Source: an optimization exercise on an open RTL-to-GDS flow (aim: small area, a short achievable clock period and few clock cycles). Production flows keep margins and buffers that such runs may drop.
The RTL was checked by simulation tests, not by an equivalence proof against the original design.
In every run shown here, the design's own scripts or RTL, not TritonCTS, make the clock network.
The flow treats the clock pin as an ideal source. Dropping or thinning the clock tree relies on that and would not hold on a real chip.
Power is estimated from default activity; no workload was simulated.

$ cat design.v
`timescale 1ns/10ps
module ELA(clk, rst, ready, in_data, data_rd, req, wen, addr, data_wr, done);
	input				clk;
	input				rst;
	input				ready;
	input		[7:0]	in_data;
	input		[7:0]	data_rd;
	output 	reg			req;
	output 	reg			wen;
	output 	reg	[12:0]	addr;
	output 	reg	[7:0]	data_wr;
	output 	reg			done;
reg idle, arr, pro, tri_;
reg [1:0] sub;
localparam [1:0] G0 = 2'b00, G1 = 2'b01, G2 = 2'b11, G3 = 2'b10;
wire [4:0] R = addr[12:8];
wire       o = addr[7];
wire [6:0] C = addr[6:0];
reg flast, ftend, fk0;
wire arr_end  = arr & (C == 7'd126);
wire last_arr = arr & flast;                          
wire tri_end  = tri_ & (sub == G2) & ftend;         
wire nreq = (idle & ready) | (arr_end & (R == 5'd0)) | (tri_end & (R != 5'd31));
always @(posedge clk) begin
  flast <= (C == 7'd125) & (R != 5'd0);
  ftend <= (sub == G1) & (C == 7'd126);
  fk0   <= nreq;
end
always @(posedge clk or posedge rst) begin
  if (rst) begin
    idle <= 1'b1; arr <= 1'b0; pro <= 1'b0; tri_ <= 1'b0;
    sub <= 2'd0;
    req <= 1'b0; wen <= 1'b0; done <= 1'b0;
  end else begin
    req <= nreq;
    if (idle & ready) begin idle <= 1'b0; arr <= 1'b1; end
    if (last_arr) begin arr <= 1'b0; pro <= 1'b1; end
    if (pro) begin
      sub <= {sub[0], ~sub[1]};
      if (sub == G3) begin pro <= 1'b0; tri_ <= 1'b1; end
    end
    if (tri_) begin
      sub <= {sub[0] & ~sub[1], ~sub[1]};
      if (tri_end) begin
        tri_ <= 1'b0;
        if (R != 5'd31) arr <= 1'b1;
      end
    end
    wen  <= (arr & ~last_arr) | (pro & sub == G1) |
            (tri_ & sub == G0) | tri_end;
    done <= ~(idle | arr | pro | tri_);
  end
end
reg [4:0] dR;
reg [6:0] dC;
reg       nO;
always @(*) begin
  dR = 5'd0; dC = 7'd0; nO = o;
  if (arr) begin
    dC = last_arr ? 7'd2 : 7'd1;
    if (fk0) begin dR = {4'd0, 1'b1} + {4'd0, o}; nO = 1'b0; end
  end
  if (pro) case (sub)
    G0: dR = -5'd1;
    G1: begin dR = 5'd1; dC = -7'd1; end
    G2: dC = 7'd2;
    default: dR = -5'd1;
  endcase
  if (tri_) case (sub)
    G0: begin dC = -7'd2; nO = 1'b1; end
    G1: begin dR = 5'd1; dC = 7'd3; nO = 1'b0; end
    default: begin
      dR = -5'd1;
      if (ftend) begin dC = -7'd2; nO = 1'b1; end
    end
  endcase
end
wire [4:0] Rb = idle ? 5'd31 : R;
wire [6:0] Cb = idle ? 7'd127 : C;
always @(posedge clk) begin
  addr <= {Rb + dR, nO & ~idle, Cb + dC};
end
reg [7:0] UA, UB, LA, LB, LC;
reg [7:0] dq, aq, bestd;
wire u_ld = (tri_ & (sub == G0)) | (pro & (sub == G1));
wire l_ld = (tri_ & (sub == G2)) | (pro & (sub == G0 | sub == G3));
wire [8:0] dif = {1'b0, UA} - {1'b0, LA};
wire [8:0] sum = {1'b0, UA} + {1'b0, LA};
wire lt = dq < bestd;
wire le = dq <= bestd;
wire take = tri_ & ((sub == G1) |
                    (sub == G2 & (C == 7'd1 | C == 7'd2 | le)) |
                    (sub == G0 & C != 7'd2 & lt));
always @(posedge clk) begin
  dq <= dif[8] ? -dif[7:0] : dif[7:0];
  aq <= sum[8:1];
  if (take) bestd <= dq;
  if (arr) data_wr <= in_data;
  else if (take) data_wr <= aq;
  UA <= UB;
  UB <= u_ld ? data_rd : UA;
  if (l_ld) LA <= data_rd;
  else begin LA <= LB; LB <= LC; LC <= LA; end
end
endmodule
$ cat flow/run.sh
#!/bin/bash
# The standard layout (standard.sh) up to placement, then flow/cts.tcl in
# place of ORFS's CTS step, then standard.sh for the rest. The changes:
#  - port buffers are buf_2 cells (BUFFER_PORTS_ARGS), turned into buf_1 on the
#    inputs by flow/cts.tcl;
#  - flip-flops driving an output port and internal logic get a stronger
#    drive (flow/cts.tcl);
#  - output port buffers sit next to the flip-flops driving them (flow/cts.tcl);
#  - the clock tree is one level: the clock port drives four clkbuf_16 cells,
#    each driving the flip-flops of one quarter of the die
#    (flow/cts.tcl), instead of TritonCTS's two-level H-tree.
# Each tool's output goes to a log file of its own in this folder.
set -euo pipefail
export BUFFER_PORTS_ARGS="-buffer_cell sky130_fd_sc_hd__buf_2"
bash standard.sh place > place.log 2>&1
RES=$PWD/orfs/results/$FLOW_PLATFORM/ELA/base
RES=$RES openroad -no_init -exit flow/cts.tcl > cts.log 2>&1
cp $RES/4_1_cts.odb $RES/4_cts.odb
cp $RES/4_cts.sdc.tmp $RES/4_cts.sdc
bash standard.sh finish > finish.log 2>&1
$ cat flow/cts.tcl
# Runs after ORFS placement and replaces its CTS step:
#  - flip-flops that drive an output port buffer and internal logic get a
#    stronger drive, and each output port buffer moves next to its flip-flop;
#  - input port buffers become buf_1;
#  - one-level clock tree: the clock sinks are split into four quadrant groups,
#    each driven by a clkbuf_16 at its centroid, all four fed by the clock port;
# then the design is legalized and the CTS results that the rest of the ORFS
# flow reads are written.
set plat $::env(FLOW_HOME)/platforms/$::env(FLOW_PLATFORM)
read_liberty $plat/lib/sky130_fd_sc_hd__tt_025C_1v80.lib
read_db $::env(RES)/3_place.odb
read_sdc $::env(RES)/3_place.sdc
source $plat/setRC.tcl

set db [ord::get_db]
set block [ord::get_db_block]

# Flip-flops that drive an output port's buffer and also internal logic get
# the 2x drive strength of their cell, so the output path stays short.
foreach bt [$block getBTerms] {
  if {[$bt getIoType] ne "OUTPUT"} continue
  set obuf [[lindex [[$bt getNet] getITerms] 0] getInst]
  set q [[$obuf findITerm A] getNet]
  foreach it [$q getITerms] {
    if {![$it isOutputSignal]} continue
    set ff [$it getInst]
    set mname [[$ff getMaster] getName]
    if {[llength [$q getITerms]] > 2 && [regexp {^(sky130_fd_sc_hd__df[a-z]+p)_1$} $mname -> base]} {
      puts "upsize [$ff getName] $mname -> ${base}_2"
      $ff swapMaster [$db findMaster ${base}_2]
    }
  }
}
# Each output port buffer goes next to the flip-flop that drives it, so the
# weak flip-flop output sees a short wire and the buffer drives the long one.
foreach bt [$block getBTerms] {
  if {[$bt getIoType] ne "OUTPUT"} continue
  set obuf [[lindex [[$bt getNet] getITerms] 0] getInst]
  set q [[$obuf findITerm A] getNet]
  foreach it [$q getITerms] {
    if {![$it isOutputSignal]} continue
    set ff [$it getInst]
    lassign [$ff getLocation] fx fy
    set w [[$ff getMaster] getWidth]
    $obuf setLocation [expr {$fx + $w}] $fy
    puts "move [$obuf getName] next to [$ff getName]"
  }
}

# Input port buffers only drive internal logic: use the 1x buffer for them.
foreach bt [$block getBTerms] {
  if {[$bt getIoType] ne "INPUT"} continue
  set n [$bt getNet]
  if {$n eq "NULL"} continue
  foreach it [$n getITerms] {
    set b [$it getInst]
    if {[[$b getMaster] getName] eq "sky130_fd_sc_hd__buf_2"} {
      puts "input buffer [$b getName] -> buf_1"
      $b swapMaster [$db findMaster sky130_fd_sc_hd__buf_1]
    }
  }
}

set master [$db findMaster sky130_fd_sc_hd__clkbuf_16]
set clk [$block findNet clk]
set sinks {}
foreach it [$clk getITerms] {
  set inst [$it getInst]
  set bb [$inst getBBox]
  lappend sinks [list [expr {([$bb xMin] + [$bb xMax]) / 2}] [expr {([$bb yMin] + [$bb yMax]) / 2}] $it]
}
# groups: split by x into two halves, then each half by y into two
set sinks [lsort -integer -index 0 $sinks]
set n [llength $sinks]
set h [expr {$n / 2}]
set groups {}
foreach half [list [lrange $sinks 0 [expr {$h - 1}]] [lrange $sinks $h end]] {
  set half [lsort -integer -index 1 $half]
  set m [llength $half]
  set q [expr {$m / 2}]
  lappend groups [lrange $half 0 [expr {$q - 1}]] [lrange $half $q end]
}
puts "clock sinks: $n"
set g 0
foreach grp $groups {
  set sx 0; set sy 0
  foreach s $grp { incr sx [lindex $s 0]; incr sy [lindex $s 1] }
  set cx [expr {$sx / [llength $grp]}]
  set cy [expr {$sy / [llength $grp]}]
  set buf [odb::dbInst_create $block $master "clkbuf_leaf_$g"]
  set net [odb::dbNet_create $block "clknet_leaf_$g"]
  $net setSigType CLOCK
  foreach s $grp {
    set it [lindex $s 2]
    $it disconnect
    $it connect $net
  }
  [$buf findITerm A] connect $clk
  [$buf findITerm X] connect $net
  $buf setLocation $cx $cy
  $buf setPlacementStatus PLACED
  puts "buffer $g: [llength $grp] sinks at $cx $cy"
  incr g
}
$clk setSigType CLOCK
set_propagated_clock [all_clocks]
detailed_placement
estimate_parasitics -placement
report_clock_skew
repair_timing -hold -verbose
detailed_placement
check_placement -verbose
report_checks -path_delay max -group_path_count 3 -format end
write_db $::env(RES)/4_1_cts.odb
write_sdc -no_timestamp $::env(RES)/4_cts.sdc.tmp
$ cat standard.sh
#!/bin/bash
# synth_recipe.tcl (not shown) runs the flow's synth.tcl, then flattens the netlist and writes it again
# the make line also repeats each setting of config.mk as NAME=value (left out here)
make -C /OpenROAD-flow-scripts/flow DESIGN_CONFIG=/design/flow/config.mk WORK_HOME=/design/flow/orfs CLKGATE_MAP_FILE= SYNTH_SCRIPT=/design/flow/synth_recipe.tcl "${@:-finish}"
$ cat config.mk
export PLATFORM = sky130hd
export DESIGN_NAME = ELA
export DESIGN_NICKNAME = ELA
export VERILOG_FILES = /design/flow/design.v
export SDC_FILE = /design/flow/constraint.sdc
export NUM_CORES = 4
export LEC_CHECK = 0
export CAP_MARGIN = 40
export CORE_MARGIN = 2
export CORE_UTILIZATION = 70
export GPL_ROUTABILITY_DRIVEN = 1
export PLACE_DENSITY = 0.8
export SLEW_MARGIN = 40
$ cat constraint.sdc
create_clock -name core_clock -period 13.0 [get_ports {clk}]
set_input_delay 2.6000 -clock core_clock [delete_from_list [all_inputs] [get_ports {clk}]]
set_output_delay 2.6000 -clock core_clock [all_outputs]
set_load 0.01 [all_outputs]
==> results of run 1 <==
worst register-to-register path, delay by kind of cell (launching register included):
kind	cells	cell delay (ps)
AO/OA/AOI/OAI	5	920
XOR/XNOR	1	130
adder cells (fa/ha/maj)	2	650
buffers and inverters	2	130
flip-flops	1	760
AND/OR/NAND/NOR	2	430
cells in the mapped netlist (2+ instances only):
master	n	area, um^2
sky130_fd_sc_hd__o21a_1	3	22.5
sky130_fd_sc_hd__o211ai_1	2	15.0
sky130_fd_sc_hd__or2_2	10	62.6
sky130_fd_sc_hd__ha_1	35	438
sky130_fd_sc_hd__buf_2	4	20.0
sky130_fd_sc_hd__nor2_1	23	86.3
sky130_fd_sc_hd__nand2b_1	8	50.1
sky130_fd_sc_hd__nor4_1	3	18.8
sky130_fd_sc_hd__o21ai_0	14	70.1
sky130_fd_sc_hd__dfxtp_1	56	1120
sky130_fd_sc_hd__o31ai_1	2	15.0
sky130_fd_sc_hd__nor3_2	2	20.0
sky130_fd_sc_hd__a21o_1	6	45.0
sky130_fd_sc_hd__fa_1	4	80.1
sky130_fd_sc_hd__nor3_1	4	20.0
sky130_fd_sc_hd__mux2_2	15	169
sky130_fd_sc_hd__clkbuf_1	7	26.3
sky130_fd_sc_hd__nor2b_1	3	18.8
sky130_fd_sc_hd__nand4_1	3	18.8
sky130_fd_sc_hd__and3_1	4	25.0
sky130_fd_sc_hd__inv_1	44	165
sky130_fd_sc_hd__dfrtp_1	8	200
sky130_fd_sc_hd__nand2_1	43	161
sky130_fd_sc_hd__nand3_1	4	20.0
sky130_fd_sc_hd__a21oi_1	23	115
sky130_fd_sc_hd__edfxtp_1	32	961
sky130_fd_sc_hd__xor2_1	7	61.3
sky130_fd_sc_hd__xnor2_1	19	166
sky130_fd_sc_hd__or4_1	2	15.0
sky130_fd_sc_hd__o21bai_1	6	45.0
how the worst max path moves through the flow:
stage | startpoint | endpoint
after floorplan | in_data[0] | data_wr[0]$_DFFE_PP_
after global placement | in_data[4] | data_wr[4]$_DFFE_PP_
after detailed placement | in_data[2] | data_wr[2]$_DFFE_PP_
after global routing | arr$_DFF_PP0_ | addr[6]$_DFF_P_
final | data_wr[7]$_DFFE_PP_ | data_wr[7]
area by class of cell:
type                       count  share of cell area (%)
timing repair buffer          42                    3.89
multi-input combinational    265                    40.4
buffer                         4                    2.07
inverter                      45                    3.50
sequential                    97                    48.1
tap                           77                    2.00
logic make-up after synthesis:
kind of cell	count (synthesis)
AND/OR/NAND/NOR	111
adder cells (fa/ha/maj)	39
flip-flops	97
AO/OA/AOI/OAI	73
buffers and inverters	58
multiplexers	15
XOR/XNOR	27
per-stage QoR:
step	cell area (um^2)	total power, mW	utilization (%)	setup slack, ps
detailed placement	4730	0.327	75.4	9790
global route	4830	0.459	76.9	9660
floorplan	4490	0.322	-	9900
finish	4830	0.446	76.9	9740
global placement	4730	0.326	75.4	9800
power breakdown:
group / switching [mW] / leakage (nW) / internal [mW]
Combinational: 0.00315 / 1.21 / 0.00300
Sequential: 0.000218 / 0.885 / 0.313
Clock: 0.0705 / 0.0493 / 0.0563
Total: 0.0739 / 2.15 / 0.372
routing by layer:
layer,track usage [%],routed length (um)
met5,0,0
met4,2.35,91
met3,1.38,340
met2,39.3,3760
met1,32.6,3650
state kept, by name (all words and copies together), names as in the netlist, 2 cells and up:
| name | count |
|---|---|
| LA | 8 |
| dq | 8 |
| LB | 8 |
| aq | 8 |
| addr | 13 |
| UB | 8 |
| data_wr | 8 |
| UA | 8 |
| LC | 8 |
| sub | 2 |
| bestd | 8 |
==> flow_results.xml, run 1 <==
<?xml version="1.0" encoding="UTF-8"?>
<metrics>
  <group name="timing">
    <metric name="maxSlewHeadroom" unit="%">51.6</metric>
    <metric name="fmax" unit="MHz">306</metric>
    <metric name="report.final.slew_viol_count" unit="">0</metric>
    <metric name="period_share" unit="%">25.1</metric>
    <metric name="hold_ws" unit="ps">329</metric>
    <metric name="setup_viol_count_final" unit="">0</metric>
    <metric name="tns" unit="ps">0</metric>
    <metric name="setup_repair_after_global_routing_missed_its_margin" unit="">false</metric>
    <metric name="worst_slew_pin_slew" unit="ps">722</metric>
    <metric name="timing.clock.skew" unit="ps">13.7</metric>
    <metric name="final-hold-violation-count" unit="">0</metric>
    <metric name="final_worst_path_period_need" unit="ps">3260</metric>
  </group>
  <group name="hold_path">
    <metric name="hold-path-cell-count" unit="">0</metric>
    <metric name="min_path_type" unit="">reg -&gt; reg</metric>
    <metric name="hold-path-endpoint" unit="">UA[1]$_DFF_P_</metric>
    <metric name="timing.hold.worst.start" unit="">UB[1]$_DFF_P_</metric>
  </group>
  <group name="critical_path">
    <metric name="timing.critical_path.from_type" unit="">register</metric>
    <metric name="startpoint_of_the_most_critical_register_to_register_path" unit="">arr$_DFF_PP0_</metric>
    <metric name="family_with_the_most_delay_on_the_worst_path" unit="">flip-flops</metric>
    <metric name="crit_fanout" unit="">1</metric>
    <metric name="rr_worst_depth" unit="">12</metric>
    <metric name="regToRegEndpoint" unit="">addr[6]$_DFF_P_</metric>
    <metric name="end_kind" unit="">output port</metric>
    <metric name="worst_path_largest_cell_delay" unit="ps">370</metric>
    <metric name="critPathSlowestCell" unit="">sky130_fd_sc_hd__edfxtp_1</metric>
    <metric name="cp.depth" unit="">1</metric>
    <metric name="worstSetupPathType" unit="">reg -&gt; out</metric>
    <metric name="required" unit="ps">10400</metric>
    <metric name="worst_path_buf_inv" unit="">1</metric>
    <metric name="r2r_setup_slk" unit="ps">9880</metric>
    <metric name="worstPathCellList" unit="">buf_2</metric>
    <metric name="critPathArrivalTime" unit="ps">660</metric>
  </group>
  <group name="floorplanning">
    <metric name="floorplan.rows" unit="">29</metric>
    <metric name="initial_utilization" unit="%">71.5</metric>
    <metric name="die_width" unit="um">84.1</metric>
    <metric name="die-height" unit="um">84.1</metric>
    <metric name="pin_count" unit="">43</metric>
    <metric name="die_area" unit="um^2">7070</metric>
    <metric name="fp.coreArea" unit="um^2">6280</metric>
  </group>
  <group name="global_route">
    <metric name="grt_overflow_total" unit="">0</metric>
    <metric name="grt_usage" unit="%">22.6</metric>
    <metric name="grt_max_degree" unit="">26</metric>
    <metric name="grt_pass1_vias" unit="">2830</metric>
    <metric name="antenna_found_initial" unit="">0</metric>
    <metric name="grt_first_pass_wirelength" unit="um">13200</metric>
  </group>
  <group name="detailed_routing">
    <metric name="drt_wl_total" unit="um">7840</metric>
    <metric name="route.detailed.drc" unit="">0</metric>
    <metric name="drt-initial-drc-count" unit="">140</metric>
    <metric name="antenna_left" unit="">0</metric>
    <metric name="vias_per_cell" unit="">5.46</metric>
    <metric name="routedWlPerCell" unit="um">14.8</metric>
    <metric name="via_count" unit="">2893</metric>
    <metric name="drt_first_pass_iters" unit="">4</metric>
  </group>
  <group name="yosys">
    <metric name="post_synth_and_or_nand_nor_area_fraction" unit="%">11.8</metric>
    <metric name="synth_sequential_area_ratio" unit="%">51.4</metric>
    <metric name="synthFlopType" unit="">sky130_fd_sc_hd__dfxtp_1</metric>
    <metric name="cells_after_synth" unit="">420</metric>
    <metric name="synth_nets" unit="">478</metric>
    <metric name="syn_area" unit="um^2">4490</metric>
    <metric name="avgSynthCellArea" unit="um^2">10.7</metric>
    <metric name="post_synthesis_adder_cell_area_fraction" unit="%">11.5</metric>
    <metric name="synth_top_family_by_area" unit="">simple AND/OR/NAND/NOR gates</metric>
    <metric name="yosys.area_share.xor_xnor" unit="%">5.43</metric>
    <metric name="synth_edf_count" unit="">32</metric>
    <metric name="synth.lib_cells_used.distinct" unit="">54</metric>
    <metric name="flops_latches_synth" unit="">97</metric>
    <metric name="synth.mux.area_fraction" unit="%">3.76</metric>
    <metric name="synth_async_sr_flop_share" unit="%">9.28</metric>
    <metric name="synth.yosys.warnings" unit="">1</metric>
    <metric name="fraction_of_the_mapped_netlist_area_in_compound_gates" unit="%">10.8</metric>
  </group>
  <group name="cts">
    <metric name="clk_pin_slew_worst_paths" unit="ps">90</metric>
    <metric name="worstSkewPairLatency" unit="ps">160</metric>
  </group>
  <group name="placement">
    <metric name="placement.io_buffers" unit="">42</metric>
    <metric name="placedCellCount" unit="">526</metric>
    <metric name="dp_hpwl" unit="um">5790</metric>
    <metric name="routabilityCongestion" unit="">0.835</metric>
  </group>
  <group name="layout">
    <metric name="total_of_fill_cells_in_the_finished_design" unit="">421</metric>
    <metric name="most-common-layout-cells" unit="">44 x sky130_fd_sc_hd__inv_1, 43 x sky130_fd_sc_hd__dfxtp_1, 43 x sky130_fd_sc_hd__nand2_1, 35 x sky130_fd_sc_hd__ha_1, 32 x sky130_fd_sc_hd__edfxtp_1</metric>
    <metric name="final_net_count" unit="">513</metric>
    <metric name="drive_gt1_share" unit="%">17.0</metric>
    <metric name="layout.area.seq" unit="um^2">2320</metric>
    <metric name="finalNonFillerCells" unit="">530</metric>
    <metric name="final_common_cell" unit="">sky130_fd_sc_hd__inv_1</metric>
    <metric name="n_antenna_cell" unit="">0</metric>
    <metric name="multi_input_area" unit="um^2">1950</metric>
    <metric name="layout-area-overhead-vs-synth" unit="%">7.55</metric>
  </group>
  <group name="power">
    <metric name="ir_worst_vdd" unit="V">0.000101</metric>
    <metric name="total_leakage_power" unit="nW">2.15</metric>
    <metric name="power_per_cell_area" unit="nW/um^2">92.3</metric>
  </group>
  <group name="outcome">
    <metric name="outcome" unit="">no timing/DRC/antenna violations</metric>
  </group>
  <group name="flow_run">
    <metric name="max-cap-violations" unit="">0</metric>
  </group>
</metrics>
Testbench counts, summed over its fixed seeds: cycles 129,008.
==> run 2, diff against run 1 <==
--- a/design.v
+++ b/design.v
@@ -16,16 +16,11 @@
 wire [4:0] R = addr[12:8];
 wire       o = addr[7];
 wire [6:0] C = addr[6:0];
-reg flast, ftend, fk0;
 wire arr_end  = arr & (C == 7'd126);
-wire last_arr = arr & flast;                          
-wire tri_end  = tri_ & (sub == G2) & ftend;         
+wire last_arr = arr_end & (R != 5'd0);                
+wire tri_end  = tri_ & (sub == G2) & (C == 7'd1);     
+wire fk0      = (C == 7'd127);                        
 wire nreq = (idle & ready) | (arr_end & (R == 5'd0)) | (tri_end & (R != 5'd31));
-always @(posedge clk) begin
-  flast <= (C == 7'd125) & (R != 5'd0);
-  ftend <= (sub == G1) & (C == 7'd126);
-  fk0   <= nreq;
-end
 always @(posedge clk or posedge rst) begin
   if (rst) begin
     idle <= 1'b1; arr <= 1'b0; pro <= 1'b0; tri_ <= 1'b0;
@@ -71,7 +66,7 @@
     G1: begin dR = 5'd1; dC = 7'd3; nO = 1'b0; end
     default: begin
       dR = -5'd1;
-      if (ftend) begin dC = -7'd2; nO = 1'b1; end
+      if (C == 7'd1) begin dC = -7'd2; nO = 1'b1; end
     end
   endcase
 end
==> run 2 against run 1 <==
  * Still clean
  * Area after synthesis is 3.3% lower
  * Critical path type is now reg -> reg
  * Utilization increased by 2.1 points
  * Final cell count fell by 2.5%
  * Critical endpoint is now addr[6]$_DFF_P_
==> flow_results.xml, run 2 <==
<?xml version="1.0" encoding="UTF-8"?>
<metrics>
  <group name="yosys">
    <metric name="synth_async_sr_flop_share" unit="%">9.57</metric>
    <metric name="flops_latches_synth" unit="">94</metric>
    <metric name="synth_most_common_cell" unit="">sky130_fd_sc_hd__dfxtp_1</metric>
    <metric name="syn_area" unit="um^2">4340</metric>
    <metric name="synth.yosys.warnings" unit="">1</metric>
    <metric name="synthDominantCellAreaShare" unit="%">24.4</metric>
    <metric name="synth.lib_cells_used.distinct" unit="">44</metric>
    <metric name="synthFlopType" unit="">sky130_fd_sc_hd__dfxtp_1</metric>
    <metric name="top_post_synthesis_cells_by_area" unit="">sky130_fd_sc_hd__dfxtp_1 24%, sky130_fd_sc_hd__edfxtp_1 22%, sky130_fd_sc_hd__ha_1 10%, sky130_fd_sc_hd__dfrtp_1 4.6%, sky130_fd_sc_hd__mux2_2 3.9%</metric>
    <metric name="avgSynthCellArea" unit="um^2">10.7</metric>
    <metric name="cells_after_synth" unit="">405</metric>
    <metric name="synth_sequential_area_ratio" unit="%">51.8</metric>
    <metric name="synth_nets" unit="">463</metric>
    <metric name="synthTopCellsByCount" unit="">53 x sky130_fd_sc_hd__dfxtp_1, 38 x sky130_fd_sc_hd__inv_1, 37 x sky130_fd_sc_hd__nand2_1</metric>
    <metric name="synth_top_area_cell" unit="">sky130_fd_sc_hd__dfxtp_1</metric>
    <metric name="synth_edf_count" unit="">32</metric>
  </group>
  <group name="layout">
    <metric name="multi_input_area" unit="um^2">1900</metric>
    <metric name="registers.top_by_ff_count" unit="">addr</metric>
    <metric name="n_antenna_cell" unit="">0</metric>
    <metric name="total_of_fill_cells_in_the_finished_design" unit="">392</metric>
    <metric name="layout-area-overhead-vs-synth" unit="%">8.36</metric>
    <metric name="layout.area.seq" unit="um^2">2260</metric>
    <metric name="final_common_cell" unit="">sky130_fd_sc_hd__dfxtp_1</metric>
    <metric name="largest_register_ffs" unit="">13</metric>
    <metric name="fin_util" unit="%">79.0</metric>
    <metric name="most-common-layout-cells" unit="">40 x sky130_fd_sc_hd__dfxtp_1, 38 x sky130_fd_sc_hd__inv_1, 37 x sky130_fd_sc_hd__nand2_1, 35 x sky130_fd_sc_hd__ha_1, 32 x sky130_fd_sc_hd__edfxtp_1</metric>
    <metric name="drive_gt1_share" unit="%">17.0</metric>
    <metric name="final_net_count" unit="">502</metric>
  </group>
  <group name="detailed_routing">
    <metric name="route.detailed.drc" unit="">0</metric>
    <metric name="antenna_left" unit="">0</metric>
    <metric name="vias_per_cell" unit="">5.59</metric>
    <metric name="drt_first_pass_iters" unit="">4</metric>
    <metric name="via_count" unit="">2890</metric>
    <metric name="routedWlPerCell" unit="um">15.7</metric>
    <metric name="drt-initial-drc-count" unit="">158</metric>
    <metric name="drt_wl_total" unit="um">8100</metric>
  </group>
  <group name="power">
    <metric name="power_per_cell_area" unit="nW/um^2">92.6</metric>
    <metric name="p_sw" unit="mW">0.0729</metric>
    <metric name="switching_share" unit="%">16.7</metric>
    <metric name="clockPowerShare" unit="%">28.8</metric>
    <metric name="ir_worst_vdd" unit="V">0.000108</metric>
    <metric name="comb_power_share" unit="%">1.5</metric>
    <metric name="total_leakage_power" unit="nW">2.15</metric>
    <metric name="power.internal" unit="mW">0.363</metric>
    <metric name="proportion_of_power_drawn_by_flip_flops_and_latches" unit="%">69.7</metric>
  </group>
  <group name="hold_path">
    <metric name="hold-path-cell-count" unit="">0</metric>
    <metric name="timing.hold.worst.start" unit="">UB[4]$_DFF_P_</metric>
    <metric name="hold-path-endpoint" unit="">UA[4]$_DFF_P_</metric>
    <metric name="min_path_type" unit="">reg -&gt; reg</metric>
  </group>
  <group name="outcome">
    <metric name="outcome" unit="">no timing/DRC/antenna violations</metric>
  </group>
  <group name="floorplanning">
    <metric name="die-height" unit="um">82.7</metric>
    <metric name="die_width" unit="um">82.7</metric>
    <metric name="floorplan.rows" unit="">28</metric>
    <metric name="initial_utilization" unit="%">72.9</metric>
    <metric name="die_area" unit="um^2">6850</metric>
    <metric name="fp.coreArea" unit="um^2">5960</metric>
    <metric name="pin_count" unit="">43</metric>
  </group>
  <group name="timing">
    <metric name="fmax" unit="MHz">298</metric>
    <metric name="period_share" unit="%">25.8</metric>
    <metric name="maxSlewHeadroom" unit="%">49.5</metric>
    <metric name="timing.clock.skew" unit="ps">13.5</metric>
    <metric name="final_worst_path_period_need" unit="ps">3350</metric>
    <metric name="setup_repair_after_global_routing_missed_its_margin" unit="">false</metric>
    <metric name="worst_slack" unit="ps">9650</metric>
    <metric name="setup_viol_count_final" unit="">0</metric>
    <metric name="worst_slew_pin_slew" unit="ps">752</metric>
    <metric name="report.final.slew_viol_count" unit="">0</metric>
    <metric name="tns" unit="ps">0</metric>
    <metric name="final-hold-violation-count" unit="">0</metric>
  </group>
  <group name="critical_path">
    <metric name="end_kind" unit="">register</metric>
    <metric name="worstPathCellList" unit="">nand2_1 -&gt; nor2_1 -&gt; and3_1 -&gt; o21ai_0 -&gt; a31o_2 -&gt; a21o_1 -&gt; ha_1 -&gt; fa_1 -&gt; a21o_1 -&gt; a21oi_1 -&gt; o21bai_1 -&gt; a21oi_1 -&gt; xnor2_1 -&gt; xnor2_1</metric>
    <metric name="crit_fanout" unit="">13</metric>
    <metric name="critPathArrivalTime" unit="ps">3440</metric>
    <metric name="launching_element_of_the_worst_setup_path" unit="">arr$_DFF_PP0_</metric>
    <metric name="r2r_setup_slk" unit="ps">9650</metric>
    <metric name="family_with_the_most_delay_on_the_worst_path" unit="">compound AO/OA/AOI/OAI gates</metric>
    <metric name="required" unit="ps">13080</metric>
    <metric name="cp.depth" unit="">14</metric>
    <metric name="rr_worst_depth" unit="">14</metric>
    <metric name="regToRegEndpoint" unit="">addr[6]$_DFF_P_</metric>
    <metric name="worst_path_largest_cell_delay" unit="ps">700</metric>
    <metric name="worst_path_buf_inv" unit="">0</metric>
    <metric name="worstSetupPathType" unit="">reg -&gt; reg</metric>
    <metric name="timing.critical_path.from_type" unit="">register</metric>
    <metric name="critPathSlowestCell" unit="">sky130_fd_sc_hd__dfrtp_1</metric>
    <metric name="startpoint_of_the_most_critical_register_to_register_path" unit="">arr$_DFF_PP0_</metric>
  </group>
  <group name="placement">
    <metric name="place_ws" unit="ps">9700</metric>
    <metric name="routabilityCongestion" unit="">0.845</metric>
    <metric name="placement.io_buffers" unit="">42</metric>
    <metric name="dp_hpwl" unit="um">5920</metric>
  </group>
  <group name="global_route">
    <metric name="grt_pass1_vias" unit="">2767</metric>
    <metric name="grt_overflow_total" unit="">0</metric>
    <metric name="grt_usage" unit="%">24.7</metric>
    <metric name="grt_first_pass_wirelength" unit="um">13100</metric>
    <metric name="grt_max_degree" unit="">25</metric>
    <metric name="antenna_found_initial" unit="">0</metric>
  </group>
  <group name="flow_run">
    <metric name="max-cap-violations" unit="">0</metric>
  </group>
  <group name="cts">
    <metric name="clk_pin_slew_worst_paths" unit="ps">90</metric>
    <metric name="worstSkewPairLatency" unit="ps">160</metric>
  </group>
</metrics>
## run 2: logic make-up after synthesis
kind of cell    count (synthesis)  synth area share (%)
xor+xnor                       28                  5.65
flops                          94                  51.8
simple gates                  105                  11.2
buf+inv                        50                  4.53
mux                            15                  3.89
compound gates                 74                  11.0
fa+ha+maj                      39                  11.9
## run 2: cell type report
| type | count | area share [%] |
|---|---|---|
| buffer | 4 | 2.13 |
| inverter | 39 | 3.11 |
| multi-input combinational | 261 | 40.3 |
| sequential | 94 | 48.2 |
| tap | 75 | 2.00 |
| timing repair buffer | 44 | 4.31 |
## run 2: power by group through the flow
stage                     logic (mW)  clock network, mW  registers (mW)
after global routing         0.00713              0.137           0.304
after floorplan              0.00155                  0           0.311
final                        0.00641              0.126           0.304
after detailed placement     0.00703                  0           0.311
after global placement       0.00666                  0           0.311
## run 2: metrics by stage
| stage | hold slack [ps] | instance area [um^2] | instances | total power [mW] |
|---|---|---|---|---|
| floorplan | 310 | 4340 | 405 | 0.313 |
| global placement | 310 | 4600 | 512 | 0.317 |
| detailed placement | 312 | 4610 | 513 | 0.318 |
| global route | 339 | 4700 | 517 | 0.448 |
| finish | 332 | 4700 | 517 | 0.436 |
## run 2: worst reg2reg max path, cell delays in order, from the launching register on
cell	delay, ps
sky130_fd_sc_hd__dfrtp_1	700
sky130_fd_sc_hd__nand2_1	100
sky130_fd_sc_hd__nor2_1	150
sky130_fd_sc_hd__and3_1	200
sky130_fd_sc_hd__o21ai_0	130
sky130_fd_sc_hd__a31o_2	260
sky130_fd_sc_hd__a21o_1	170
sky130_fd_sc_hd__ha_1	220
sky130_fd_sc_hd__fa_1	410
sky130_fd_sc_hd__a21o_1	170
sky130_fd_sc_hd__a21oi_1	220
sky130_fd_sc_hd__o21bai_1	90
sky130_fd_sc_hd__a21oi_1	170
sky130_fd_sc_hd__xnor2_1	150
sky130_fd_sc_hd__xnor2_1	130
## run 2: layer usage
metal / up-vias / track usage, % / share of wire (%)
met5: - / 0 / 0
met4: 0 / 4.92 / 2.3
met3: 14 / 1.41 / 3.7
met2: 68 / 42.6 / 47
met1: 1362 / 34.9 / 47
li1: 1446 / - / -
## run 2: how the worst max path moves through the flow
stage	to	slack [ps]
3_5_place_dp	addr[6]$_DFF_P_	9700
6_report	addr[6]$_DFF_P_	9650
2_1_floorplan	data_wr[0]$_DFFE_PP_	9900
5_1_grt	addr[6]$_DFF_P_	9400
3_3_place_gp	data_wr[5]$_DFFE_PP_	9790
Testbench counts of run 2, summed over its fixed seeds: cycles 129,008.
==> run 3, diff against run 2 <==
--- a/flow/run.sh
+++ b/flow/run.sh
@@ -3,8 +3,8 @@
 # place of ORFS's CTS step, then standard.sh for the rest. The changes:
 #  - port buffers are buf_2 cells (BUFFER_PORTS_ARGS), turned into buf_1 on the
 #    inputs by flow/cts.tcl;
-#  - flip-flops driving an output port and internal logic get a stronger
-#    drive (flow/cts.tcl);
+#  - flip-flops driving an output port and internal logic, or a fanout of 10
+#    or more, get a stronger drive (flow/cts.tcl);
 #  - output port buffers sit next to the flip-flops driving them (flow/cts.tcl);
 #  - the clock tree is one level: the clock port drives four clkbuf_16 cells,
 #    each driving the flip-flops of one quarter of the die
--- a/flow/cts.tcl
+++ b/flow/cts.tcl
@@ -1,6 +1,7 @@
 # Runs after ORFS placement and replaces its CTS step:
-#  - flip-flops that drive an output port buffer and internal logic get a
-#    stronger drive, and each output port buffer moves next to its flip-flop;
+#  - flip-flops that drive an output port buffer and internal logic, or a
+#    fanout of 10 or more, get a stronger drive, and each output port buffer
+#    moves next to its flip-flop;
 #  - input port buffers become buf_1;
 #  - one-level clock tree: the clock sinks are split into four quadrant groups,
 #    each driven by a clkbuf_16 at its centroid, all four fed by the clock port;
@@ -31,6 +32,21 @@
     }
   }
 }
+# Flip-flops whose output has a fanout of 10 or more get the 4x drive.
+foreach inst [$block getInsts] {
+  set mname [[$inst getMaster] getName]
+  if {![regexp {^(sky130_fd_sc_hd__df[a-z]+p)_1$} $mname -> base]} continue
+  foreach it [$inst getITerms] {
+    if {![$it isOutputSignal]} continue
+    set n [$it getNet]
+    if {$n eq "NULL"} continue
+    if {[llength [$n getITerms]] > 10} {
+      puts "upsize [$inst getName] $mname -> ${base}_4 (fanout [expr {[llength [$n getITerms]] - 1}])"
+      $inst swapMaster [$db findMaster ${base}_4]
+    }
+  }
+}
+
 # Each output port buffer goes next to the flip-flop that drives it, so the
 # weak flip-flop output sees a short wire and the buffer drives the long one.
 foreach bt [$block getBTerms] {
==> run 3 against run 2 <==
  * Still clean on timing, DRC and antenna
  * Wire length is 0.36% higher
  * Die area stayed put
  * Utilization is 0.25 points higher
  * Fmax is 1.0% higher
  * Synthesized cell count stayed put
  * Setup slack better by 34 ps
  * First-iteration DRC count is 8.9% lower
  * Critical endpoint is now addr[0]
  * Largest power group unchanged
==> flow_results.xml, run 3 <==
<?xml version="1.0" encoding="UTF-8"?>
<metrics>
  <group name="placement">
    <metric name="routabilityCongestion" unit="">0.845</metric>
    <metric name="placement.io_buffers" unit="">42</metric>
    <metric name="dpl_cell_area" unit="um^2">4610</metric>
    <metric name="dp_hpwl" unit="um">5920</metric>
    <metric name="place_ws" unit="ps">9700</metric>
  </group>
  <group name="critical_path">
    <metric name="timing.critical_path.from_type" unit="">register</metric>
    <metric name="worst_path_largest_cell_delay" unit="ps">390</metric>
    <metric name="regToRegEndpoint" unit="">addr[6]$_DFF_P_</metric>
    <metric name="worst_path_buf_inv" unit="">1</metric>
    <metric name="end_kind" unit="">output port</metric>
    <metric name="startpoint_of_the_most_critical_register_to_register_path" unit="">arr$_DFF_PP0_</metric>
    <metric name="required" unit="ps">10400</metric>
    <metric name="critPathSlowestCell" unit="">sky130_fd_sc_hd__dfxtp_2</metric>
    <metric name="worstPathCellList" unit="">buf_2</metric>
    <metric name="family_with_the_most_delay_on_the_worst_path" unit="">flip-flops</metric>
    <metric name="worstSetupPathType" unit="">reg -&gt; out</metric>
    <metric name="rr_worst_depth" unit="">14</metric>
    <metric name="r2r_setup_slk" unit="ps">9850</metric>
    <metric name="crit_fanout" unit="">6</metric>
    <metric name="critPathArrivalTime" unit="ps">720</metric>
  </group>
  <group name="power">
    <metric name="power.internal" unit="mW">0.363</metric>
    <metric name="total_leakage_power" unit="nW">2.15</metric>
    <metric name="switching_share" unit="%">16.9</metric>
    <metric name="comb_power_share" unit="%">1.5</metric>
    <metric name="p_sw" unit="mW">0.0738</metric>
    <metric name="proportion_of_power_drawn_by_flip_flops_and_latches" unit="%">69.6</metric>
    <metric name="clockPowerShare" unit="%">29.0</metric>
    <metric name="power_per_cell_area" unit="nW/um^2">92.5</metric>
    <metric name="ir_worst_vdd" unit="V">0.000108</metric>
  </group>
  <group name="detailed_routing">
    <metric name="drt_first_pass_iters" unit="">4</metric>
    <metric name="via_count" unit="">2899</metric>
    <metric name="drt-initial-drc-count" unit="">144</metric>
    <metric name="antenna_left" unit="">0</metric>
    <metric name="drt_wl_total" unit="um">8120</metric>
    <metric name="routedWlPerCell" unit="um">15.7</metric>
    <metric name="route.detailed.drc" unit="">0</metric>
    <metric name="vias_per_cell" unit="">5.61</metric>
  </group>
  <group name="timing">
    <metric name="setup_viol_count_final" unit="">0</metric>
    <metric name="timing.clock.skew" unit="ps">13.8</metric>
    <metric name="maxSlewHeadroom" unit="%">50.5</metric>
    <metric name="final_worst_path_period_need" unit="ps">3320</metric>
    <metric name="period_share" unit="%">25.5</metric>
    <metric name="worst_slack" unit="ps">9680</metric>
    <metric name="fmax" unit="MHz">301</metric>
    <metric name="report.final.slew_viol_count" unit="">0</metric>
    <metric name="tns" unit="ps">0</metric>
    <metric name="final-hold-violation-count" unit="">0</metric>
    <metric name="worst_slew_pin_slew" unit="ps">737</metric>
    <metric name="hold_ws" unit="ps">332</metric>
    <metric name="setup_repair_after_global_routing_missed_its_margin" unit="">false</metric>
  </group>
  <group name="floorplanning">
    <metric name="initial_utilization" unit="%">72.9</metric>
    <metric name="fp.coreArea" unit="um^2">5960</metric>
    <metric name="die_width" unit="um">82.7</metric>
    <metric name="die_area" unit="um^2">6850</metric>
    <metric name="pin_count" unit="">43</metric>
    <metric name="die-height" unit="um">82.7</metric>
    <metric name="floorplan.rows" unit="">28</metric>
  </group>
  <group name="hold_path">
    <metric name="timing.hold.worst.start" unit="">UB[4]$_DFF_P_</metric>
    <metric name="min_path_type" unit="">reg -&gt; reg</metric>
    <metric name="hold-path-endpoint" unit="">UA[4]$_DFF_P_</metric>
    <metric name="hold-path-cell-count" unit="">0</metric>
  </group>
  <group name="yosys">
    <metric name="synth.lib_cells_used.distinct" unit="">44</metric>
    <metric name="synth_top_area_cell" unit="">sky130_fd_sc_hd__dfxtp_1</metric>
    <metric name="synthFlopType" unit="">sky130_fd_sc_hd__dfxtp_1</metric>
    <metric name="synth_async_sr_flop_share" unit="%">9.57</metric>
    <metric name="synth_most_common_cell" unit="">sky130_fd_sc_hd__dfxtp_1</metric>
    <metric name="cells_after_synth" unit="">405</metric>
    <metric name="synthTopCellsByCount" unit="">53 x sky130_fd_sc_hd__dfxtp_1, 38 x sky130_fd_sc_hd__inv_1, 37 x sky130_fd_sc_hd__nand2_1</metric>
    <metric name="avgSynthCellArea" unit="um^2">10.7</metric>
    <metric name="synth.yosys.warnings" unit="">1</metric>
    <metric name="synth_nets" unit="">463</metric>
    <metric name="top_post_synthesis_cells_by_area" unit="">sky130_fd_sc_hd__dfxtp_1 24%, sky130_fd_sc_hd__edfxtp_1 22%, sky130_fd_sc_hd__ha_1 10%, sky130_fd_sc_hd__dfrtp_1 4.6%, sky130_fd_sc_hd__mux2_2 3.9%</metric>
    <metric name="flops_latches_synth" unit="">94</metric>
    <metric name="syn_area" unit="um^2">4340</metric>
    <metric name="synthDominantCellAreaShare" unit="%">24.4</metric>
    <metric name="synth_edf_count" unit="">32</metric>
    <metric name="synth_sequential_area_ratio" unit="%">51.8</metric>
  </group>
  <group name="layout">
    <metric name="multi_input_area" unit="um^2">1900</metric>
    <metric name="total_of_fill_cells_in_the_finished_design" unit="">385</metric>
    <metric name="registers.top_by_ff_count" unit="">addr</metric>
    <metric name="largest_register_ffs" unit="">13</metric>
    <metric name="layout-area-overhead-vs-synth" unit="%">8.71</metric>
    <metric name="fin_util" unit="%">79.2</metric>
    <metric name="n_antenna_cell" unit="">0</metric>
    <metric name="layout.area.seq" unit="um^2">2280</metric>
    <metric name="finish.instance_area" unit="um^2">4720</metric>
    <metric name="most-common-layout-cells" unit="">40 x sky130_fd_sc_hd__dfxtp_1, 38 x sky130_fd_sc_hd__inv_1, 37 x sky130_fd_sc_hd__nand2_1, 35 x sky130_fd_sc_hd__ha_1, 32 x sky130_fd_sc_hd__edfxtp_1</metric>
    <metric name="final_net_count" unit="">502</metric>
    <metric name="final_common_cell" unit="">sky130_fd_sc_hd__dfxtp_1</metric>
    <metric name="drive_gt1_share" unit="%">17.9</metric>
  </group>
  <group name="global_route">
    <metric name="grt_overflow_total" unit="">0</metric>
    <metric name="grt_first_pass_wirelength" unit="um">13100</metric>
    <metric name="grt_pass1_vias" unit="">2778</metric>
    <metric name="antenna_found_initial" unit="">0</metric>
    <metric name="grt_max_degree" unit="">25</metric>
    <metric name="grt_usage" unit="%">24.7</metric>
  </group>
  <group name="outcome">
    <metric name="outcome" unit="">no timing/DRC/antenna violations</metric>
  </group>
  <group name="cts">
    <metric name="clk_pin_slew_worst_paths" unit="ps">100</metric>
    <metric name="worstSkewPairLatency" unit="ps">160</metric>
  </group>
  <group name="flow_run">
    <metric name="max-cap-violations" unit="">0</metric>
  </group>
</metrics>
run 3: power by group through the flow:
stage               Clock [mW]  Sequential (mW)  Combinational, mW
finish                   0.126            0.304            0.00640
global route             0.138            0.304            0.00711
detailed placement           0            0.311            0.00703
global placement             0            0.311            0.00666
floorplan                    0            0.311            0.00155
run 3: kinds of logic after synthesis:
| logic type | Yosys count | share of synthesized area (%) |
|---|---|---|
| buf+inv | 50 | 4.53 |
| compound gates | 74 | 11.0 |
| fa+ha+maj | 39 | 11.9 |
| xor+xnor | 28 | 5.65 |
| mux | 15 | 3.89 |
| flops | 94 | 51.8 |
| simple gates | 105 | 11.2 |
run 3: metrics by stage:
| stage | cells | power (mW) |
|---|---|---|
| floorplan | 405 | 0.313 |
| global placement | 512 | 0.317 |
| detailed placement | 513 | 0.318 |
| global route | 517 | 0.449 |
| finish | 517 | 0.436 |
run 3: worst max path at each step:
stage / endpoint / from / depth (start not counted) / slack [ps]
detailed placement: addr[6]$_DFF_P_ / arr$_DFF_PP0_ / 14 / 9700
global route: addr[6]$_DFF_P_ / arr$_DFF_PP0_ / 14 / 9630
finish: addr[0] / addr[0]$_DFF_P_ / 1 / 9680
floorplan: data_wr[0]$_DFFE_PP_ / in_data[0] / 1 / 9900
global placement: data_wr[5]$_DFFE_PP_ / in_data[5] / 2 / 9790
run 3: cell type report:
cell class / instances / area share (%)
sequential: 94 / 48.3
multi-input combinational: 261 / 40.2
buffer: 4 / 2.12
tap: 75 / 1.99
inverter: 39 / 3.10
timing repair buffer: 44 / 4.30
run 3: layer usage:
layer  part of all wire, %  up-vias  track usage, %
li1                      -     1446               -
met1                    47     1375            34.5
met2                    47       60            43.0
met3                   3.5       18            1.41
met4                   2.8        0            4.92
met5                     0        -               0
==> run 4, diff against run 3 <==
--- a/flow/cts.tcl
+++ b/flow/cts.tcl
@@ -17,7 +17,7 @@
 set block [ord::get_db_block]
 
 # Flip-flops that drive an output port's buffer and also internal logic get
-# the 2x drive strength of their cell, so the output path stays short.
+# the 4x drive strength of their cell, so the output path stays short.
 foreach bt [$block getBTerms] {
   if {[$bt getIoType] ne "OUTPUT"} continue
   set obuf [[lindex [[$bt getNet] getITerms] 0] getInst]
@@ -27,8 +27,8 @@
     set ff [$it getInst]
     set mname [[$ff getMaster] getName]
     if {[llength [$q getITerms]] > 2 && [regexp {^(sky130_fd_sc_hd__df[a-z]+p)_1$} $mname -> base]} {
-      puts "upsize [$ff getName] $mname -> ${base}_2"
-      $ff swapMaster [$db findMaster ${base}_2]
+      puts "upsize [$ff getName] $mname -> ${base}_4"
+      $ff swapMaster [$db findMaster ${base}_4]
     }
   }
 }
==> run 4 against run 3 <==
  * Still clean on timing, DRC and antenna
  * First-iteration DRC count down 17%
  * Design area grew 0.69%
  * Utilization is 0.55 points higher
  * Via count is essentially flat
  * Register-to-register slack hardly changed
  * Worst hold slack hardly changed
  * Final cell count did not move
  * Global-route usage increased by 0.16 points
  * Critical path type unchanged
  * Critical endpoint unchanged
==> flow_results.xml, run 4 <==
<?xml version="1.0" encoding="UTF-8"?>
<metrics>
  <group name="detailed_routing">
    <metric name="drt-initial-drc-count" unit="">120</metric>
    <metric name="drt_first_pass_iters" unit="">4</metric>
    <metric name="route.detailed.drc" unit="">0</metric>
    <metric name="via_count" unit="">2901</metric>
    <metric name="vias_per_cell" unit="">5.61</metric>
    <metric name="routedWlPerCell" unit="um">15.7</metric>
    <metric name="drt_wl_total" unit="um">8120</metric>
    <metric name="antenna_left" unit="">0</metric>
  </group>
  <group name="critical_path">
    <metric name="required" unit="ps">10400</metric>
    <metric name="crit_fanout" unit="">6</metric>
    <metric name="worst_path_buf_inv" unit="">1</metric>
    <metric name="critPathArrivalTime" unit="ps">700</metric>
    <metric name="launching_element_of_the_worst_setup_path" unit="">addr[0]$_DFF_P_</metric>
    <metric name="family_with_the_most_delay_on_the_worst_path" unit="">flip-flops</metric>
    <metric name="worst_path_largest_cell_delay" unit="ps">390</metric>
    <metric name="startpoint_of_the_most_critical_register_to_register_path" unit="">arr$_DFF_PP0_</metric>
    <metric name="critPathSlowestCell" unit="">sky130_fd_sc_hd__dfxtp_4</metric>
    <metric name="worstPathCellList" unit="">buf_2</metric>
    <metric name="timing.critical_path.from_type" unit="">register</metric>
    <metric name="worstSetupPathType" unit="">reg -&gt; out</metric>
    <metric name="end_kind" unit="">output port</metric>
  </group>
  <group name="yosys">
    <metric name="synth_top_area_cell" unit="">sky130_fd_sc_hd__dfxtp_1</metric>
    <metric name="flops_latches_synth" unit="">94</metric>
    <metric name="synth.yosys.warnings" unit="">1</metric>
    <metric name="yosys.area_share.xor_xnor" unit="%">5.65</metric>
    <metric name="synth_async_sr_flop_share" unit="%">9.57</metric>
    <metric name="post_synth_and_or_nand_nor_area_fraction" unit="%">11.2</metric>
    <metric name="synth_edf_count" unit="">32</metric>
    <metric name="synthFlopType" unit="">sky130_fd_sc_hd__dfxtp_1</metric>
    <metric name="post_synthesis_adder_cell_area_fraction" unit="%">11.9</metric>
    <metric name="top_post_synthesis_cells_by_area" unit="">sky130_fd_sc_hd__dfxtp_1 24%, sky130_fd_sc_hd__edfxtp_1 22%, sky130_fd_sc_hd__ha_1 10%, sky130_fd_sc_hd__dfrtp_1 4.6%, sky130_fd_sc_hd__mux2_2 3.9%</metric>
    <metric name="synthDominantCellAreaShare" unit="%">24.4</metric>
    <metric name="cells_after_synth" unit="">405</metric>
    <metric name="fraction_of_the_mapped_netlist_area_in_compound_gates" unit="%">11.0</metric>
    <metric name="synthTopCellsByCount" unit="">53 x sky130_fd_sc_hd__dfxtp_1, 38 x sky130_fd_sc_hd__inv_1, 37 x sky130_fd_sc_hd__nand2_1</metric>
    <metric name="synth_most_common_cell" unit="">sky130_fd_sc_hd__dfxtp_1</metric>
    <metric name="synth_nets" unit="">463</metric>
    <metric name="syn_area" unit="um^2">4340</metric>
    <metric name="synth_sequential_area_ratio" unit="%">51.8</metric>
    <metric name="synth.lib_cells_used.distinct" unit="">44</metric>
    <metric name="synth.mux.area_fraction" unit="%">3.89</metric>
    <metric name="synth_top_family_by_area" unit="">adder cells</metric>
    <metric name="avgSynthCellArea" unit="um^2">10.7</metric>
  </group>
  <group name="layout">
    <metric name="n_antenna_cell" unit="">0</metric>
    <metric name="drive_gt1_share" unit="%">17.9</metric>
    <metric name="registers.top_by_ff_count" unit="">addr</metric>
    <metric name="layout-area-overhead-vs-synth" unit="%">9.46</metric>
    <metric name="total_of_fill_cells_in_the_finished_design" unit="">375</metric>
    <metric name="largest_register_ffs" unit="">13</metric>
    <metric name="most-common-layout-cells" unit="">40 x sky130_fd_sc_hd__dfxtp_1, 38 x sky130_fd_sc_hd__inv_1, 37 x sky130_fd_sc_hd__nand2_1, 35 x sky130_fd_sc_hd__ha_1, 32 x sky130_fd_sc_hd__edfxtp_1</metric>
    <metric name="final_common_cell" unit="">sky130_fd_sc_hd__dfxtp_1</metric>
    <metric name="final_net_count" unit="">502</metric>
  </group>
  <group name="power">
    <metric name="power_per_cell_area" unit="nW/um^2">91.1</metric>
    <metric name="total_leakage_power" unit="nW">2.15</metric>
    <metric name="ir_worst_vdd" unit="V">0.000108</metric>
  </group>
  <group name="global_route">
    <metric name="grt-busiest-layer" unit="">met2</metric>
    <metric name="grt_max_degree" unit="">25</metric>
    <metric name="groute.layer.met1.usage" unit="%">34.9</metric>
    <metric name="grt_usage" unit="%">24.9</metric>
    <metric name="grt_pass1_vias" unit="">2797</metric>
    <metric name="met3_usage" unit="%">1.30</metric>
    <metric name="grt_overflow_total" unit="">0</metric>
    <metric name="antenna_found_initial" unit="">0</metric>
    <metric name="groute.layer.met2.usage" unit="%">42.8</metric>
    <metric name="grt_first_pass_wirelength" unit="um">13200</metric>
  </group>
  <group name="cts">
    <metric name="worstSkewPairLatency" unit="ps">160</metric>
    <metric name="clk_pin_slew_worst_paths" unit="ps">90</metric>
  </group>
  <group name="timing">
    <metric name="final_worst_path_period_need" unit="ps">3300</metric>
    <metric name="worst_slew_pin_slew" unit="ps">739</metric>
    <metric name="hold_ws" unit="ps">332</metric>
    <metric name="setup_repair_after_global_routing_missed_its_margin" unit="">false</metric>
    <metric name="fmax" unit="MHz">303</metric>
    <metric name="maxSlewHeadroom" unit="%">50.4</metric>
    <metric name="final-hold-violation-count" unit="">0</metric>
    <metric name="setup_viol_count_final" unit="">0</metric>
    <metric name="tns" unit="ps">0</metric>
    <metric name="timing.clock.skew" unit="ps">13.0</metric>
    <metric name="period_share" unit="%">25.4</metric>
    <metric name="report.final.slew_viol_count" unit="">0</metric>
  </group>
  <group name="floorplanning">
    <metric name="die_width" unit="um">82.7</metric>
    <metric name="pin_count" unit="">43</metric>
    <metric name="die_area" unit="um^2">6850</metric>
    <metric name="initial_utilization" unit="%">72.9</metric>
    <metric name="fp.coreArea" unit="um^2">5960</metric>
    <metric name="floorplan.rows" unit="">28</metric>
    <metric name="die-height" unit="um">82.7</metric>
  </group>
  <group name="flow_run">
    <metric name="max-cap-violations" unit="">0</metric>
  </group>
  <group name="placement">
    <metric name="routabilityCongestion" unit="">0.845</metric>
    <metric name="placement.io_buffers" unit="">42</metric>
    <metric name="dp_hpwl" unit="um">5920</metric>
  </group>
  <group name="hold_path">
    <metric name="min_path_type" unit="">reg -&gt; reg</metric>
    <metric name="timing.hold.worst.start" unit="">UB[4]$_DFF_P_</metric>
  </group>
  <group name="outcome">
    <metric name="outcome" unit="">no timing/DRC/antenna violations</metric>
  </group>
</metrics>
-- run 4: worst paths after layout --
kind | end | slack [ps] | cells after the start
setup / recovery | addr[0] | 9700 | 1
hold / removal | UA[4]$_DFF_P_ | 330 | 0
setup reg to reg | addr[6]$_DFF_P_ | 9840 | 14
hold reg to reg | UA[4]$_DFF_P_ | 330 | 0
max in group asynchronous | idle$_DFFE_PP1P_ | 10330 | 2
min in group asynchronous | tri_$_DFF_PP0_ | 2370 | 2
-- run 4: per-stage QoR --
stage               power [mW]  setup slack [ps]  util, %  cells  area, um^2
detailed placement       0.318              9700     77.4    513        4610
finish                   0.433              9700     79.8    517        4750
global placement         0.317              9790     77.3    512        4600
floorplan                0.313              9900        -    405        4340
global route             0.446              9620     79.8    517        4750
-- run 4: where the power goes --
part / internal [mW] / switching (mW)
registers: 0.301 / 0.000209
logic: 0.00300 / 0.00344
clock network: 0.0563 / 0.0691
total: 0.360 / 0.0728
-- run 4: layout make-up --
class / instances / area [um^2] / area share [%]
multi-input combinational: 261 / 1900 / 39.9
tap: 75 / 93.8 / 1.98
sequential: 94 / 2310 / 48.7
inverter: 39 / 146 / 3.08
timing repair buffer: 44 / 203 / 4.27
buffer: 4 / 100 / 2.11
-- run 4: logic make-up (layout without fill, tap and decap cells) --
group                      Yosys count  in the layout
DFF                                 94             94
AOI/OAI and AO/OA                   74             74
buffers and inverters               50             87
xor gates and xnor gates            28             28
and+or+nand+nor                    105            105
muxes                               15             15
adders and majority gates           39             39
-- run 4: per-layer routing --
layer / share of wire, % / vias up
met3: 4.7 / 18
met2: 47 / 75
li1: - / 1449
met5: 0 / -
met1: 45 / 1359
met4: 2.8 / 0

[what the ideal ports hide]
Ports are ideal in the flow. The routed layouts listed here were re-timed in OpenROAD.
Step 1 assumes that a clkbuf_16 drives the clock port and a buf_2 every other input.
Step 2, shift: input delay + t, output delay - t, t = (earliest + latest rising clock arrival at the registers) / 2. This alone moves slack from input paths to output paths.
a / b / c = ideal ports / drivers / drivers and shift; a / b = the first two.
| run | t (ns) | setup WS [ns] | worst setup path at the end | worst register clock-pin slew, ns | cell pins on the clock port's net |
|---|---|---|---|---|---|
| run 1 | 0.229 | 9.735 / 9.656 / 9.803 | input to register | 0.10 / 0.10 | 4 |
| run 2 | 0.230 | 9.646 / 9.605 / 9.646 | register to register | 0.09 / 0.09 | 4 |
| run 3 | 0.231 | 9.680 / 9.601 / 9.796 | input to register | 0.10 / 0.10 | 4 |
| run 4 | 0.231 | 9.704 / 9.625 / 9.785 | input to register | 0.09 / 0.09 | 4 |
After both steps setup and hold are still met in every run listed.
